Background: an optimization exercise with open tools, aiming at small area and a short achievable clock period. Do not read the settings as production practice.
In this exercise RTL edits were held to simulation tests only and were not proved equivalent to the original.
No activity file was given, so power comes from the tool's default toggle rates.

--- config.mk ---
export PLATFORM = sky130hd
export DESIGN_NAME = SCPU
export DESIGN_NICKNAME = SCPU
export VERILOG_FILES = /design/flow/design.v
export SDC_FILE = /design/flow/constraint.sdc
export NUM_CORES = 8
export LEC_CHECK = 0
export CAP_MARGIN = 20
export CORE_MARGIN = 2
export CORE_UTILIZATION = 56
export PLACE_DENSITY = 0.72
export SLEW_MARGIN = 20
export SYNTH_HIERARCHICAL = 1
export SYNTH_MINIMUM_KEEP_SIZE = 0
--- standard.sh ---
#!/bin/bash
# synth_recipe.tcl (not shown) runs the flow's synth.tcl, then flattens the netlist and writes it again
# the make line also repeats each setting of config.mk as NAME=value (left out here)
make -C /OpenROAD-flow-scripts/flow DESIGN_CONFIG=/design/flow/config.mk WORK_HOME=/design/flow/orfs CLKGATE_MAP_FILE= SYNTH_SCRIPT=/design/flow/synth_recipe.tcl "${@:-finish}"
--- flow/run.sh ---
#!/bin/bash
# Standard layout, with a tighter setup target for timing repair, plain
# buffers on the ports, and sink clusters of up to 24 flip-flops and no dummy
# loads in clock tree synthesis. Each tool's output goes to a log here.
set -euo pipefail
export SETUP_SLACK_MARGIN=6.25
export BUFFER_PORTS_ARGS="-buffer_cell sky130_fd_sc_hd__buf_2"
export CTS_ARGS="-sink_clustering_enable -repair_clock_nets -dont_use_dummy_load -sink_clustering_size 24 -sink_clustering_max_diameter 120"
bash standard.sh > standard_flow.log 2>&1
--- constraint.sdc ---
create_clock -name core_clock -period 10.0 [get_ports {clk}]
set_input_delay 2.0000 -clock core_clock [delete_from_list [all_inputs] [get_ports {clk}]]
set_output_delay 2.0000 -clock core_clock [all_outputs]
set_load 0.01 [all_outputs]
--- design.v ---
`timescale 1ns / 1ps
module SCPU(
    input         clk,
    input         rst,
    input  [31:0] inst,
    input  [31:0] data_in,   
    output [31:0] addr_out,  
    output [31:0] data_out,  
    output [31:0] pc_out,    
    output        mem_write,
    output [31:0] out,
    output [6:0]  exmem_opcode,
    input         cache_resp_stall
    );
    localparam [31:0] NOP = 32'h00000013;
    wire stall = cache_resp_stall;
    wire run   = ~cache_resp_stall;
    localparam [2:0] S_N = 3'd0, S_J1 = 3'd1, S_J2 = 3'd2, S_J3 = 3'd3,
                     S_J4 = 3'd4, S_L1 = 3'd5, S_L2 = 3'd6;
    reg  [2:0]  fs;
    reg  [31:0] pc;
    reg  [31:0] if_inst;
    reg         jf;       
    reg  [31:0] jt;       
    wire [6:0] op  = if_inst[6:0];
    wire [2:0] f3  = if_inst[14:12];
    wire [6:0] top = if_inst[31:25];
    wire d_lui   = op == 7'b0110111;
    wire d_r     = op == 7'b0110011;
    wire d_ld    = op == 7'b0000011;
    wire d_st    = op == 7'b0100011;
    wire d_i     = op == 7'b0010011;
    wire d_b     = op == 7'b1100011;
    wire d_jal   = op == 7'b1101111;
    wire d_jalr  = op == 7'b1100111;
    wire d_sys   = op == 7'b1110011;
    wire d_auipc = op == 7'b0010111;
    wire d_em    = d_sys & (f3 == 3'b000) & ((top == 7'b0000000) | (top == 7'b0011000));
    wire d_mret  = d_sys & (f3 == 3'b000) & (top == 7'b0011000);
    wire d_ecall = d_sys & (f3 == 3'b000) & (top == 7'b0000000);
    wire d_csr   = d_sys & (f3[1:0] != 2'b00);
    wire d_jmp   = d_b | d_jal | d_jalr | d_em;
    wire d_csrrs = d_sys & (f3 == 3'b010);
    wire d_csrrw = d_sys & (f3 == 3'b001);
    wire d_341   = if_inst[31:20] == 12'h341;
    wire d_305   = if_inst[31:20] == 12'h305;
    wire bubble = ((fs == S_N) & (d_jmp | d_ld)) | (fs == S_J1) | (fs == S_J2) |
                  (fs == S_J3) | (fs == S_L1);
    always @(posedge clk) begin
        if (run) begin
            case (fs)
                S_N:  fs <= d_jmp ? S_J1 : (d_ld ? S_L1 : S_N);
                S_J1: fs <= S_J2;
                S_J2: fs <= S_J3;
                S_J3: fs <= S_J4;
                S_L1: fs <= S_L2;
                default: fs <= S_N;
            endcase
            if (bubble)
                if_inst <= NOP;
            else
                if_inst <= inst;
        end
    end
    wire fs_j = (fs == S_J1) | (fs == S_J2) | (fs == S_J3) | (fs == S_J4);
    wire [31:0] pcm4 = pc - 32'd4;
    always @(posedge clk or posedge rst) begin
        if (rst)
            pc <= 32'b0;
        else if (run) begin
            if (jf & fs_j)
                pc <= jt;
            else if (~jf & ((fs == S_J1) | (fs == S_J2)))
                pc <= pc;
            else if (~jf & ((fs == S_J3) | (fs == S_L1)))
                pc <= pcm4;
            else
                pc <= pc + 32'd4;
        end
    end
    assign pc_out = pc;
    reg  [31:0] rf [1:31];
    reg  [31:1] rv;           
    reg  [31:0] x20;
    reg  [31:0] mtvec, mepc;
    reg [31:0] e_d1, e_r2, e_imm;
    reg [4:0]  e_rd;
    reg [6:0]  e_op;
    reg        e_we, e_asb, e_mw, e_lui, e_link, e_ld, e_ujmp, e_beq, e_bne,
               e_jr, e_jt, e_wmtvec, e_wmepc, e_341, e_ls, e_eqw, e_eqm;
    reg        e_aR, e_aW, e_aD, e_bR, e_bW, e_bI, e_bS;
    reg        e_sub, e_add, e_addn, e_slt, e_sll, e_srl, e_or, e_and;
    reg [31:0] m_addr, m_res, m_do1, m_dout;
    reg [4:0]  m_rd;
    reg [6:0]  m_op;
    reg        m_we, m_mw, m_ld, m_link, m_jr, m_flagj, m_wmtvec, m_wmepc, m_eq;
    reg [31:0] w_val;
    reg        w_wmtvec, w_wmepc;
    wire [4:0] rs1 = if_inst[19:15];
    wire [4:0] rs2 = if_inst[24:20];
    wire [4:0] rd  = if_inst[11:7];
    reg [31:0] imm;
    always @(*) begin
        case (op)
            7'b0010011, 7'b0000011: imm = {{20{if_inst[31]}}, if_inst[31:20]};
            7'b0110111, 7'b0010111: imm = {if_inst[31:12], 12'b0};
            7'b1101111: imm = {{12{if_inst[31]}}, if_inst[19:12], if_inst[20], if_inst[30:21], 1'b0};
            7'b1100011: imm = {{20{if_inst[31]}}, if_inst[7], if_inst[30:25], if_inst[11:8], 1'b0};
            7'b0100011: imm = {{20{if_inst[31]}}, if_inst[31:25], if_inst[11:7]};
            default:    imm = 32'b0;
        endcase
    end
    reg [3:0] aop;
    always @(*) begin
        aop = {if_inst[30], f3};
        if (d_lui | d_ld | d_st | d_csr) aop = 4'b0000;
        else if (d_i) begin
            if (f3 == 3'b000) aop = 4'b0000;
            else if (f3 == 3'b010) aop = 4'b0010;
            else if (f3 == 3'b110) aop = 4'b0110;
        end
        else if (d_b) aop = 4'b1000;
        else if (~(d_r | d_jal | d_jalr | d_sys | d_auipc)) aop = 4'b0000;
    end
    wire d_we  = d_lui | d_r | d_ld | d_i | d_jal | d_jalr | d_csr | d_em | d_auipc;
    wire d_asb = d_ld | d_st | d_i | d_csr | d_mret | d_auipc;
    wire d1_special = d_auipc | d_em;
    wire [31:1] sel1, sel2;
    genvar gi;
    generate
        for (gi = 1; gi < 32; gi = gi + 1) begin : g_dec
            if (gi == 20) begin : g_x20
                assign sel1[gi] = rs1 == gi;
                assign sel2[gi] = rs2 == gi;
            end else begin : g_rf
                assign sel1[gi] = rv[gi] & (rs1 == gi);
                assign sel2[gi] = rv[gi] & (rs2 == gi);
            end
        end
    endgenerate
    wire [32*31-1:0] rflat;
    generate
        for (gi = 1; gi < 32; gi = gi + 1) begin : g_flat
            if (gi == 20) begin : g_x20
                assign rflat[32*(gi-1) +: 32] = x20;
            end else begin : g_rf
                assign rflat[32*(gi-1) +: 32] = rf[gi];
            end
        end
    endgenerate
    wire [31:0] rv2, d1;
    RdPort1 rp1(.d(rflat), .s(sel1), .kill(d1_special),
                .x({pcm4, mepc, mtvec}), .xs({d_auipc, d_mret | (d_csrrs & d_341), d_ecall}), .y(d1));
    RdPort rp2(.d(rflat), .s(sel2), .y(rv2));
    wire fE  = e_we;
    wire fW  = m_we;
    wire a1  = rs1 == e_rd;
    wire b1  = rs2 == e_rd;
    wire a2  = rs1 == m_rd;
    wire b2  = rs2 == m_rd;
    reg [1:0] fa, fb;
    reg       fls;
    always @(*) begin
        fa = 2'b00; fb = 2'b00; fls = 1'b0;
        if (e_341 & d_mret) begin
            fa = 2'b10;
        end else if (a1 & b1) begin
            if (fE) begin
                fa = 2'b10;
                fb = d_asb ? 2'b00 : 2'b10;
            end
        end else if (a1) begin
            fa = fE ? 2'b10 : 2'b00;
            fb = (b2 & fW) ? 2'b01 : 2'b00;
        end else if (b1) begin
            fa = (a2 & fW) ? 2'b01 : 2'b00;
            if (fE) begin
                fb  = d_asb ? 2'b00 : 2'b10;
                fls = d_asb & d_st;
            end
        end else begin
            fa = (a2 & fW) ? 2'b01 : 2'b00;
            fb = (b2 & fW & ~d_asb) ? 2'b01 : 2'b00;
        end
        if (d_auipc) fa = 2'b00;
    end
    wire [31:0] A = ({32{e_aR}} & m_res) | ({32{e_aW}} & w_val) | ({32{e_aD}} & e_d1);
    wire [31:0] B = ({32{e_bR}} & m_res) | ({32{e_bW}} & w_val) |
                    ({32{e_bI}} & e_imm) | ({32{e_bS}} & e_r2);
    wire [31:0] sum;
    Add32 u_add(.a(A), .b(B ^ {32{e_sub}}), .cin(e_sub), .s(sum));
    wire [32:0] as = {1'b0, sum};
    wire        eq  = A == B;
    wire [31:0] Arev, shl, shr;
    genvar ri;
    generate
        for (ri = 0; ri < 32; ri = ri + 1) begin : g_rev
            assign Arev[ri] = A[31-ri];
            assign shr[ri]  = shl[31-ri];
        end
    endgenerate
    wire [4:0] shamt;
    Fwd5 u_shamt(.sR(e_bR), .sW(e_bW), .sI(e_bI), .sS(e_bS),
                 .r(m_res[4:0]), .w(w_val[4:0]), .i(e_imm[4:0]), .s(e_r2[4:0]), .y(shamt));
    assign shl = (e_srl ? Arev : A) << shamt;
    wire [31:0] alu_o = ({32{e_sll}} & shl) |
                        ({32{e_srl}} & shr) |
                        ({32{e_or}}  & (A | B)) |
                        ({32{e_and}} & (A & B));
    wire        ltd = A[31] ^ B[31];
    wire        slt_k = e_slt & ~ltd;
    wire        slt_j = e_slt & ltd & A[31];
    wire [31:0] alu0 = ({32{e_add}} & as[31:0]) | alu_o;
    wire [31:0] res0 = ({32{e_addn}} & as[31:0]) | alu_o | ({32{e_lui}} & e_imm);
    wire        alu_b0, res_b0;
    LateAo u_lt_a(.a(alu0[0] | slt_j), .b(slt_k), .c(as[31]), .y(alu_b0));
    LateAo u_lt_r(.a(res0[0] | slt_j), .b(slt_k), .c(as[31]), .y(res_b0));
    wire [31:0] alu = {alu0[31:1], alu_b0};
    wire [31:0] res = {res0[31:1], res_b0};
    wire        flagj = e_ujmp | (e_beq & eq) | (e_bne & ~eq);
    wire [31:0] wb_next = m_link ? pcm4 : (m_ld ? data_in : m_res);
    always @(posedge clk) begin
        if (rst) begin
            e_op <= 7'b0;
            e_wmtvec <= 1'b0;
            e_wmepc  <= 1'b0;
            m_wmtvec <= 1'b0;
            m_wmepc  <= 1'b0;
            w_wmtvec <= 1'b0;
            w_wmepc  <= 1'b0;
        end else if (run) begin
            e_op <= op;
            m_op <= e_op;    
            e_wmtvec <= d_csrrw & d_305;
            e_wmepc  <= ((d_csrrw | d_csrrs) & d_341) | d_ecall;
            m_wmtvec <= e_wmtvec;
            m_wmepc  <= e_wmepc;
            w_wmtvec <= m_wmtvec;
            w_wmepc  <= m_wmepc;
        end
    end
    always @(posedge clk) begin
        if (run) begin
            e_d1  <= d1;
            e_r2  <= rv2;
            e_imm <= imm;
            e_rd  <= rd;
            e_eqw <= rs2 == m_rd;
            e_eqm <= b1;
            e_we  <= d_we & (rd != 5'd0);
            e_asb <= d_asb;
            e_mw  <= d_st;
            e_lui <= d_lui;
            e_link <= d_jal | d_jalr | d_em;
            e_ld  <= d_ld;
            e_ujmp <= d_jal | d_jalr | d_em;
            e_beq <= d_b & ((f3 == 3'b000) | (f3 == 3'b111));
            e_bne <= d_b & ~((f3 == 3'b000) | (f3 == 3'b111));
            e_jr  <= d_jalr | d_em;
            e_jt  <= d_b | d_jal;
            e_341 <= d_341;
            e_aR  <= fa == 2'b10;
            e_aW  <= fa == 2'b01;
            e_aD  <= fa[1] == fa[0];
            e_bR  <= fb == 2'b10;
            e_bW  <= fb == 2'b01;
            e_bI  <= (fb[1] == fb[0]) & d_asb;
            e_bS  <= (fb[1] == fb[0]) & ~d_asb;
            e_ls  <= fls;
            e_sub <= (aop == 4'b1000) | (aop == 4'b0010);
            e_add <= (aop == 4'b0000) | (aop == 4'b1000);
            e_addn <= ((aop == 4'b0000) | (aop == 4'b1000)) & ~d_lui;
            e_slt <= aop == 4'b0010;
            e_sll <= aop == 4'b0001;
            e_srl <= aop == 4'b0101;
            e_or  <= aop == 4'b0110;
            e_and <= aop == 4'b0111;
            m_addr <= alu;
            m_res  <= res;
            m_do1  <= e_ls ? m_res : e_r2;
            m_rd   <= e_rd;
            m_eq   <= e_eqm;
            m_link <= e_link;
            m_we   <= e_we;
            m_mw   <= e_mw;
            m_ld   <= e_ld;
            m_jr   <= e_jr;
            m_flagj <= flagj;
            w_val  <= wb_next;
        end
    end
    wire        n_eq  = run ? e_eqw : m_eq;
    wire [31:0] n_do1 = run ? (e_ls ? m_res : e_r2) : m_do1;
    always @(posedge clk) begin
        m_dout <= n_eq ? w_val : n_do1;
    end
    wire [31:0] js  = {~(pc[31:3] ^ e_imm[31:3]), pc[2:0] ^ e_imm[2:0]};
    wire [31:0] jmj = {pc[31:3] | e_imm[31:3], pc[2:0] & e_imm[2:0]};
    wire [31:0] jsum;
    Add32F u_jadd(.a(js), .b({jmj[30:0], 1'b0}), .s(jsum));
    always @(posedge clk) begin
        jf <= m_flagj;
        if (run & e_jt)
            jt <= jsum;
        else if (m_flagj & m_jr)
            jt <= m_addr;
    end
    wire [31:1] wdec;
    generate
        for (gi = 1; gi < 32; gi = gi + 1) begin : g_wdec
            assign wdec[gi] = run & m_we & (m_rd == gi);
        end
    endgenerate
    always @(posedge clk or posedge rst) begin
        if (rst)
            rv <= 31'b0;
        else
            rv <= rv | wdec;
    end
    always @(posedge clk) begin
        if (run & m_we & (m_rd != 5'd20))
            rf[m_rd] <= wb_next;
    end
    always @(posedge clk or posedge rst) begin
        if (rst)
            x20 <= 32'b0;
        else if (run & m_we & (m_rd == 5'd20))
            x20 <= wb_next;
    end
    always @(posedge clk) begin
        if (w_wmtvec) mtvec <= w_val;
        if (w_wmepc)  mepc  <= w_val;
    end
    assign addr_out     = m_addr;
    assign data_out     = m_dout;
    assign mem_write    = m_mw;
    assign exmem_opcode = m_op;
    assign out          = x20;
endmodule
module RdPort(input [32*31-1:0] d, input [31:1] s, output [31:0] y);
    wire [31:0] n [0:10];
    genvar g;
    generate
        for (g = 0; g < 10; g = g + 1) begin : grp
            Aoi3 u(.a1(d[32*(3*g) +: 32]),   .b1({32{s[3*g+1]}}),
                   .a2(d[32*(3*g+1) +: 32]), .b2({32{s[3*g+2]}}),
                   .a3(d[32*(3*g+2) +: 32]), .b3({32{s[3*g+3]}}), .y(n[g]));
        end
    endgenerate
    assign n[10] = ~(d[32*30 +: 32] & {32{s[31]}});
    assign y = ~(n[0] & n[1] & n[2] & n[3] & n[4] & n[5] & n[6] & n[7] & n[8] & n[9] & n[10]);
endmodule
module Aoi3(input [31:0] a1, input [31:0] b1, input [31:0] a2, input [31:0] b2,
            input [31:0] a3, input [31:0] b3, output [31:0] y);
    assign y = ~((a1 & b1) | (a2 & b2) | (a3 & b3));
endmodule
module Add32(input [31:0] a, input [31:0] b, input cin, output [31:0] s);
    wire [31:0] p0, g0, c;
    AddPG u_pg(.a(a), .b(b), .p(p0), .g(g0));
    AddTree u_tree(.p(p0), .g(g0), .cin(cin), .c(c));
    assign s = p0 ^ c;
endmodule
module AddPG(input [31:0] a, input [31:0] b, output [31:0] p, output [31:0] g);
    assign p = a ^ b;
    assign g = a & b;
endmodule
module AddTree(input [31:0] p, input [31:0] g, input cin, output [31:0] c);
    wire [31:0] g0 = {g[31:1], g[0] | (p[0] & cin)};
    wire [31:0] g1, p1, g2, p2, g3, p3, g4, p4, g5;
    PrefixLevel #(.D(1))  l1(.gh(g0[31:1]),  .ph(p[31:1]),   .gl(g0[30:0]), .pl(p[30:0]),   .go(g1[31:1]),  .po(p1[31:1]));
    assign g1[0] = g0[0];
    assign p1[0] = p[0];
    PrefixLevel #(.D(2))  l2(.gh(g1[31:2]),  .ph(p1[31:2]),  .gl(g1[29:0]), .pl(p1[29:0]),  .go(g2[31:2]),  .po(p2[31:2]));
    assign g2[1:0] = g1[1:0];
    assign p2[1:0] = p1[1:0];
    PrefixLevel #(.D(4))  l3(.gh(g2[31:4]),  .ph(p2[31:4]),  .gl(g2[27:0]), .pl(p2[27:0]),  .go(g3[31:4]),  .po(p3[31:4]));
    assign g3[3:0] = g2[3:0];
    assign p3[3:0] = p2[3:0];
    PrefixLevel #(.D(8))  l4(.gh(g3[31:8]),  .ph(p3[31:8]),  .gl(g3[23:0]), .pl(p3[23:0]),  .go(g4[31:8]),  .po(p4[31:8]));
    assign g4[7:0] = g3[7:0];
    assign p4[7:0] = p3[7:0];
    PrefixLast  l5(.gh(g4[30:16]), .ph(p4[30:16]), .gl(g4[14:0]), .go(g5[30:16]));
    assign g5[15:0] = g4[15:0];
    assign g5[31] = 1'b0;
    assign c = {g5[30:0], cin};
endmodule
module PrefixLevel #(parameter D = 1) (input [31:D] gh, input [31:D] ph,
                                       input [31-D:0] gl, input [31-D:0] pl,
                                       output [31:D] go, output [31:D] po);
    assign go = gh | (ph & gl);
    assign po = ph & pl;
endmodule
module PrefixLast(input [30:16] gh, input [30:16] ph, input [14:0] gl, output [30:16] go);
    assign go = gh | (ph & gl);
endmodule
module Fwd5(input sR, input sW, input sI, input sS, input [4:0] r, input [4:0] w,
            input [4:0] i, input [4:0] s, output [4:0] y);
    assign y = ({5{sR}} & r) | ({5{sW}} & w) | ({5{sI}} & i) | ({5{sS}} & s);
endmodule
module Add32F(input [31:0] a, input [31:0] b, output [31:0] s);
    wire [31:0] p0, g0;
    AddPG u_pg(.a(a), .b(b), .p(p0), .g(g0));
    wire [31:0] g1, p1, g2, p2, g3, p3, g4, p4, g5;
    genvar i;
    generate
        for (i = 0; i < 32; i = i + 1) begin : lv
            if (i >= 1) begin : l1
                assign g1[i] = g0[i] | (p0[i] & g0[i-1]);
                assign p1[i] = p0[i] & p0[i-1];
            end else begin : l1b
                assign g1[i] = g0[i];
                assign p1[i] = p0[i];
            end
            if (i >= 2) begin : l2
                assign g2[i] = g1[i] | (p1[i] & g1[i-2]);
                assign p2[i] = p1[i] & p1[i-2];
            end else begin : l2b
                assign g2[i] = g1[i];
                assign p2[i] = p1[i];
            end
            if (i >= 4) begin : l3
                assign g3[i] = g2[i] | (p2[i] & g2[i-4]);
                assign p3[i] = p2[i] & p2[i-4];
            end else begin : l3b
                assign g3[i] = g2[i];
                assign p3[i] = p2[i];
            end
            if (i >= 8) begin : l4
                assign g4[i] = g3[i] | (p3[i] & g3[i-8]);
                assign p4[i] = p3[i] & p3[i-8];
            end else begin : l4b
                assign g4[i] = g3[i];
                assign p4[i] = p3[i];
            end
            if (i >= 16) begin : l5
                assign g5[i] = g4[i] | (p4[i] & g4[i-16]);
            end else begin : l5b
                assign g5[i] = g4[i];
            end
        end
    endgenerate
    assign s = p0 ^ {g5[30:0], 1'b0};
endmodule
module RdPort1(input [32*31-1:0] d, input [31:1] s, input kill,
               input [32*3-1:0] x, input [3:1] xs, output [31:0] y);
    wire [31:0] n [0:10];
    wire [31:0] nx;
    genvar g;
    generate
        for (g = 0; g < 10; g = g + 1) begin : grp
            Aoi3 u(.a1(d[32*(3*g) +: 32]),   .b1({32{s[3*g+1]}}),
                   .a2(d[32*(3*g+1) +: 32]), .b2({32{s[3*g+2]}}),
                   .a3(d[32*(3*g+2) +: 32]), .b3({32{s[3*g+3]}}), .y(n[g]));
        end
    endgenerate
    assign n[10] = ~(d[32*30 +: 32] & {32{s[31]}});
    Aoi3 ux(.a1(x[31:0]),  .b1({32{xs[1]}}), .a2(x[63:32]), .b2({32{xs[2]}}),
            .a3(x[95:64]), .b3({32{xs[3]}}), .y(nx));
    wire [31:0] r = ~(n[0] & n[1] & n[2] & n[3] & n[4] & n[5] & n[6] & n[7] & n[8] & n[9] & n[10]);
    assign y = (r & {32{~kill}}) | ~nx;
endmodule
module LateAo(input a, input b, input c, output y);
    assign y = a | (b & c);
endmodule
==> run notes <==
-- power by group through the flow --
stage               logic [mW]  clock network (mW)  registers (mW)
floorplan                 2.61                   0            7.95
global placement          4.23                   0            8.23
detailed placement        4.28                   0            8.24
CTS                       4.51                3.22            8.09
global route              5.04                3.41            8.12
finish                    4.82                3.23            8.12
-- routing by layer --
| metal | global-route usage | share of wire | vias to the layer above | routed length (um) |
|---|---|---|---|---|
| li1 | - | - | 22572 | - |
| met1 | 0.534 | 0.34 | 27683 | 95800 |
| met2 | 0.662 | 0.45 | 4708 | 127000 |
| met3 | 0.104 | 0.13 | 771 | 37300 |
| met4 | 0.229 | 0.071 | 10 | 19900 |
| met5 | 0 | 0.00022 | - | 62 |
-- layout by cell type, fill, tap and decap left out, types with 118 or more instances in the layout --
cell type,count
mux2i_1,123
ha_1,136
nor2_1,118
nand4_1,159
and2_1,128
nand2_1,339
buf_4,255
a222oi_1,705
buf_2,201
edfxtp_1,1335
inv_1,193
a21o_1,153
-- area by class of cell --
cell class	instances	area share
Sequential cell	1507	0.555
Multi-Input combinational cell	3249	0.340
Timing Repair Buffer	496	0.0459
Tap cell	1650	0.0260
Clock buffer	73	0.0230
Inverter	207	0.00991
Antenna cell	6	0.000189
Timing Repair inverter	1	0.0000631
-- final timing paths --
path,start,end,slack [ns],cells after the start
hold / removal,m_flagj$_DFFE_PN_,jf$_DFF_P_,0.40,0
setup / recovery,if_inst[18]$_SDFFCE_PP0N_,e_d1[0]$_DFFE_PN_,6.10,7
setup reg to reg,if_inst[18]$_SDFFCE_PP0N_,e_d1[0]$_DFFE_PN_,6.10,7
hold reg to reg,m_flagj$_DFFE_PN_,jf$_DFF_P_,0.40,0
max in group asynchronous,rst,x20[25]$_DFFE_PP0P_,7.01,3
min in group asynchronous,rst,rv[29]$_DFF_PP0_,1.57,2
-- critical path, delay by kind of cell (launching register included) --
kind,cells,cell delay [ns]
buffers and inverters,1,0.29
AND/OR/NAND/NOR,3,0.86
flip-flops,1,0.64
AO/OA/AOI/OAI,3,1.80
-- per-stage QoR --
| stage | worst slack (ns) | util | power (mW) | hold slack, ns |
|---|---|---|---|---|
| final | 6.10 | 0.631 | 16.2 | 0.397 |
| after global routing | 6.16 | 0.631 | 16.6 | 0.391 |
| after CTS | 5.86 | 0.625 | 15.8 | 0.388 |
| after detailed placement | 4.81 | 0.598 | 12.5 | 0.366 |
| after global placement | 4.87 | 0.597 | 12.5 | 0.367 |
| after floorplan | 3.26 | - | 10.6 | 0.348 |
-- what timing repair did --
action	4_1_cts	5_1_grt
setup buffers	82	34
endpoints found under the setup margin	893	546
gates cloned	10	1
pin swaps	28	42
hold endpoints to repair	0	0
resized for setup	111	68
==> impl_metrics.csv <==
group,metric,value,unit
status,outcome,"no timing/DRC/antenna violations",
clock_tree,clk_pin_slew_worst_paths,0.09,ns
power,peakVddDrop,0.210,mV
global_routing,grt_pass1_vias,52193,
setup_path,crit_slowest_cell,"a2111oi_1",
timing,max_freq,257,MHz
global_routing,grt_pass1_wl,390000,um
floorplan,die_height,360,um
timing,period_share,0.390,
finish,nFillCells,9544,
floorplan,rows,130,
timing,final_max_slew_viol_count,0,
power,seqPwrFrac,0.502,
floorplan,die_w,360,um
setup_path,criticalPathCategory,"flip-flop to flip-flop",
setup_path,cp_max_fo,32,
flow_run,max_cap_violations,0,
route,drc,0,
route,dr.pass1.iters,14,
power,power.leakage,29.1,nW
clock_tree,htree_levels,3,
route,vias,55744,
power,p_clk_frac,0.200,
clock_tree,clk_root_buffer_cell,"clkbuf_16",
clock_tree,hold_buffers,0,
clock_tree,clk_latency,0.71,ns
setup_path,crit_path_frequent_cell,"and3_1",
finish,final_cell_count_no_fill,7189,
timing,finalSetupViolCount,0,
floorplan,fp.coreArea,126000,um2
place,port_buffers,202,
worst_hold_path,holdCritPathClass,"flip-flop to flip-flop",
clock_tree,numCtsBuffers,73,
synthesis,synth_area,71000,um2
finish,regArea,44000,um2
route,via_per_inst,7.75,
setup_path,cp-end-kind,"flip-flop",
place,dpl.cell_count,6982,
timing,maxSlewHeadroom,0.119,
power,p_comb_frac,0.298,
synthesis,avgSynthCellArea,13.8,um2
finish,drive_gt1_frac,0.181,
setup_path,crit_arrival,4.28,ns
timing,hold_viol,0,
power,powerDensity,204,nW/um2
setup_path,start_kind,"flip-flop",
timing,finalSetupTns,0,ns
finish,final_cell_area,79300,um2
setup_path,slowest_delay,1.15,ns
global_routing,grt_start_max_net_pins,67,
global_routing,grt_use_total,0.420,
route,wire_per_inst,39.0,um
timing,tightest_slew,1.31,ns
synthesis,synthCells,5143,
place,dp_hpwl,191000,um
route,drtAntennaViolNets,0,
power,p_int,10.6,mW
clock_tree,clockBufferDepth,3,
floorplan,ios,203,
timing,rsz0062_at_grt,"true",
setup_path,path_cells,"and3_1 -> and3_1 -> buf_4 -> a222oi_1 -> nand4_1 -> a2111oi_1 -> o21ai_0",
global_routing,antenna_found_initial,12,
finish,largest_reg_flops,960,
timing,skew,0.0766,ns
finish,registers.top_by_ff_count,"rf",
power,swShare,0.347,
global_routing,gr-total-overflow,0,
synthesis,yosysWarnings,9,
setup_path,crit_required,10.39,ns
route,wirelength,280000,um
place,place_area,75200,um2
timing,finalCriticalPeriod,3.90,ns
place,gp_congestion,1.01,
clock_tree,cts_tree,"yes",
synthesis,syn_nets,5376,
floorplan,die_area,130000,um2
finish,final_nets,5768,
clock_tree,clock_sinks,1507,
power,power.switching,5.61,mW
route,drtIter0Drc,12990,
finish,area_delta_synth_final,11.7,%
finish,multi_input_area,27000,um2
floorplan,start_util,0.565,

==> static timing again, ports no longer ideal <==
No port has a modelled driver above. Below, the same layout with a new extraction and two added sets of constraints. Step 1: set_driving_cell puts a clkbuf_16 on clk and a buf_2 on each other input, an assumption about the parent block. Step 2, shift: input delay + t, output delay - t, t = (earliest + latest rising clock arrival at the registers) / 2. This alone moves slack from input paths to output paths. Three values: no drivers, after step 1, after step 2; two values: the first two.
t, ns: 0.759
setup slack, ns: 6.103 / 6.103 / 5.514
worst setup path at the end: input to register
slew at the worst register clock pin (ns): 0.12 / 0.12
pins driven straight from the clock port: 1
After both steps setup and hold are still met in this run. The setup slack of this run moves by 0.000 ns with the drivers and by -0.589 ns with both steps.
